Context: an optimization exercise on an open-source flow, tuned for small area, a short achievable clock period and few clock cycles. The choices shown serve that exercise and are no tape-out recipe. Function was checked by simulation only, so behaviour that the tests miss may differ from the original. Power figures rest on the tool's default switching activity, not on a simulated workload.

== exp/delta ==
// MIPS
module MIPS(
    clk,
    rst_n,
    in_valid,
    instruction,
    output_reg,
    out_valid,
    out_1,
    out_2,
    out_3,
    out_4,
    instruction_fail
);
input clk;
input rst_n;
input in_valid;
input [31:0] instruction;
input [19:0] output_reg;
output logic out_valid, instruction_fail;
output logic [15:0] out_1, out_2, out_3, out_4;
function automatic [5:0] dec(input [4:0] c);
    dec[0] = (c == 5'b10001);
    dec[1] = (c == 5'b10010);
    dec[2] = (c == 5'b01000);
    dec[3] = (c == 5'b10111);
    dec[4] = (c == 5'b11111);
    dec[5] = (c == 5'b10000);
endfunction
function automatic [15:0] strip(input [15:0] x);
    logic [15:0] y;
    y = x;
    if (y[7:0] == 8'd0) y = y >> 8;
    if (y[3:0] == 4'd0) y = y >> 4;
    if (y[1:0] == 2'd0) y = y >> 2;
    if (y[0] == 1'b0)   y = y >> 1;
    strip = y;
endfunction
function automatic [15:0] sstrip(input [15:0] x, input neg);
    logic [16:0] y;
    y = {neg, x};
    if (y[7:0] == 8'd0) y = {{8{neg}}, y[16:8]};
    if (y[3:0] == 4'd0) y = {{4{neg}}, y[16:4]};
    if (y[1:0] == 2'd0) y = {{2{neg}}, y[16:2]};
    if (y[0] == 1'b0)   y = {neg, y[16:1]};
    sstrip = {y[15:1] ^ {15{neg}}, y[0]};
endfunction
function automatic [3:0] ctz(input [15:0] x);
    logic [15:0] y;
    y = x;
    ctz[3] = (y[7:0] == 8'd0); if (ctz[3]) y = y >> 8;
  ...
make LEC_CHECK=0 CAP_MARGIN=20 CORE_MARGIN=2 CORE_UTILIZATION=30 PLACE_DENSITY=0.45 SLEW_MARGIN=20 SYNTH_HIERARCHICAL=1 finish   # period 32.0 ns
run.sh (not shown) runs the stock make flow with config.mk's settings and CLKGATE_MAP_FILE= SYNTH_SCRIPT=/design/flow/synth_recipe.tcl, a recipe that flattens the netlist after the stock synthesis.
Testbench counts of exp/delta, summed over its fixed seeds: cycles 6,193.
[inputs] exp/umber vs exp/delta
Settings: putting ABC_AREA at 1 where nothing was set.
==> flow/flow/run.sh (new file) <==
#!/bin/bash
# The standard layout (standard.sh: standard synthesis and ORFS steps),
# with two changes: port buffers are sky130_fd_sc_hd__buf_2 (instead of the
# slow delay buffer buffer_ports picks by default), and timing repair aims
# 22.6 ns above the 32 ns target's zero slack, so that it also shortens the
# few slowest paths.
set -euo pipefail
export BUFFER_PORTS_ARGS="-buffer_cell sky130_fd_sc_hd__buf_2"
export SETUP_SLACK_MARGIN=22.6
bash standard.sh > standard.log 2>&1
==> flow/standard.sh (new file) <==
#!/bin/bash
# synth_recipe.tcl (not shown) runs the flow's synth.tcl, then flattens the netlist and writes it again
# the make line also repeats each setting of config.mk as NAME=value (left out here)
make -C /OpenROAD-flow-scripts/flow DESIGN_CONFIG=/design/flow/config.mk WORK_HOME=/design/flow/orfs CLKGATE_MAP_FILE= SYNTH_SCRIPT=/design/flow/synth_recipe.tcl "${@:-finish}"
removed: flow/run.sh
Notes after the runs:
In the flow results for exp/umber and exp/delta, the portion of total power attributed to combinational logic is smaller on exp/delta. In exp/umber the clock buffer and inverter area fraction after layout turned out 0.18 points lower than in exp/delta. Compared with exp/delta, exp/umber degrades cell area. Relative to exp/delta, number of cells on the worst reg-to-reg path increased by about 27% in exp/umber. Count of buffering cells on the critical path with inverters included came out exactly the same in exp/umber and exp/delta. Between exp/umber and exp/delta, global-route wire length before repair is lower for exp/delta, exp/umber comes in above that. Period utilization was lower in the run labelled exp/umber. Number of nets in the synthesized netlist came out higher on exp/umber than on exp/delta. From exp/delta to exp/umber the numbers moved as follows: total power fell by about 12%; area of the placeable core rose by 4.2%; synthesis-to-layout area growth fell by 3.5 points.
For exp/nickel, these inputs were changed with respect to exp/umber:
Settings: CAP_MARGIN now 75, was 20; SLEW_MARGIN now 75, was 20.
==> flow/flow/run.sh <==
#!/bin/bash
# The standard layout (standard.sh: standard synthesis and ORFS steps),
# with one change: the buffers that global placement puts on every input and
# output port are sky130_fd_sc_hd__buf_2 instead of the cell buffer_ports
# picks by default (a slow delay buffer, clkdlybuf4s50_1).
set -euo pipefail
export BUFFER_PORTS_ARGS="-buffer_cell sky130_fd_sc_hd__buf_2"
bash standard.sh > standard.log 2>&1
[summary]
Taking exp/umber as the reference, in exp/nickel wire length has increased, post-layout total power up about 2.4%, number of antenna violations at the first check in global routing roughly the same, maximum number of pins on one net before global-route repair fell by 21, maximum clock frequency now sits lower.
Compared with exp/umber, in exp/nickel critical path depth rose 7; number of instances in the synthesized netlist shows no meaningful change; wire length of the first global-routing pass now sits higher.
Non-clock buffer count ends up lower on exp/umber.
exp/umber -> exp/nickel: well-tap cell count delta 0, exact match
Edits applied to the flow inputs when going from exp/nickel to exp/xenon:
Settings: changing PLACE_DENSITY from 0.45 to 0.65; changing SLEW_MARGIN from 75 to 20; changing CORE_UTILIZATION from 30 to 55; changing CAP_MARGIN from 75 to 20.
==> flow/run.sh (new file) <==
#!/bin/bash
# synth_recipe.tcl (not shown) runs the flow's synth.tcl, then flattens the netlist and writes it again
# the make line also repeats each setting of config.mk as NAME=value (left out here)
make -C /OpenROAD-flow-scripts/flow DESIGN_CONFIG=/design/flow/config.mk WORK_HOME=/design/flow/orfs CLKGATE_MAP_FILE= SYNTH_SCRIPT=/design/flow/synth_recipe.tcl finish
removed: flow/flow/run.sh
removed: flow/standard.sh
Results
Looking at master of the slowest instance on the critical path, the nand3b_1 result is from exp/xenon; the edfxtp_1 one comes from exp/nickel.
Re logic gate share of total power: exp/xenon is 0.7 points down on exp/nickel.
exp/xenon against exp/nickel: final period utilization rose 2.0 points, routed length per instance picked up an extra 1.3%, global routing usage on met2 +27 points.
Diff exp/nickel -> exp/xenon | detailed route wirelength on metal2 | decrease of 14%
On clock group share of total power: between exp/xenon and exp/nickel, it ends up lower for exp/nickel.
Looking at launching instance or port of the critical path, the sh[0] result is from exp/nickel; the A[2] one comes from exp/xenon.
Summary of exp/xenon over exp/nickel: global-route wire length before repair dropped 14000 um, non-clock buffer count dropped 144, met1 capacity usage during global routing climbed 17 points, worst setup slack after layout dropped 0.65 ns.
Setup changes, exp/xenon to exp/sierra
Settings: CAP_MARGIN changed from 20 to 50; PLACE_DENSITY changed from 0.65 to 0.45; SLEW_MARGIN changed from 20 to 50; CORE_UTILIZATION changed from 55 to 30.
==> flow/flow/run.sh (new file) <==
#!/bin/bash
# The standard layout (standard.sh: standard synthesis and ORFS steps),
# with one change: the buffers that global placement puts on every input and
# output port are sky130_fd_sc_hd__buf_2 instead of the cell buffer_ports
# picks by default (a slow delay buffer, clkdlybuf4s50_1).
set -euo pipefail
export BUFFER_PORTS_ARGS="-buffer_cell sky130_fd_sc_hd__buf_2"
bash standard.sh > standard.log 2>&1
==> flow/standard.sh (new file) <==
#!/bin/bash
# synth_recipe.tcl (not shown) runs the flow's synth.tcl, then flattens the netlist and writes it again
# the make line also repeats each setting of config.mk as NAME=value (left out here)
make -C /OpenROAD-flow-scripts/flow DESIGN_CONFIG=/design/flow/config.mk WORK_HOME=/design/flow/orfs CLKGATE_MAP_FILE= SYNTH_SCRIPT=/design/flow/synth_recipe.tcl "${@:-finish}"
removed: flow/run.sh
### Flow results
- Looking at the reports, exp/sierra completed the entire flow and the layout it produced met the timing, DRC and antenna checks.
- exp/xenon has higher total track usage than exp/sierra.
- exp/xenon -> exp/sierra: setup TNS delta 0, exact match
- In exp/sierra relative to exp/xenon, area of all placed cells without fillers had gone up slightly.
- Comparing worst hold slack for exp/sierra and exp/xenon, the bigger number came from exp/sierra.
- exp/xenon ended up with nand3b_1 as its slowest cell on the critical path; exp/sierra ended up with dfxtp_1.

==> afterwards: timing with drivers on the ports <==
In the flow no input, the clock included, has a driving cell. The finished layouts below were timed again as built, in two steps. Step 1, drivers: a clkbuf_16 drives clk and a buf_2 each remaining input, both assumed. Step 2, shift: input delay + t, output delay - t, t = (earliest + latest rising clock arrival at the registers) / 2. This alone moves slack from input paths to output paths. Three values: no drivers, after step 1, after step 2; two values: the first two.
run | t (ns) | setup slack, ns | cell pins on the clock port's net
exp/delta | 0.546 | 20.817 / 20.759 / 21.305 | 1
exp/umber | 0.563 | 22.709 / 22.644 / 22.722 | 1
exp/nickel | 0.566 | 22.603 / 22.535 / 23.100 | 1
exp/xenon | 0.504 | 21.952 / 21.897 / 22.096 | 1
exp/sierra | 0.562 | 22.507 / 22.441 / 22.970 | 1
After both steps setup and hold are still met in every run listed.
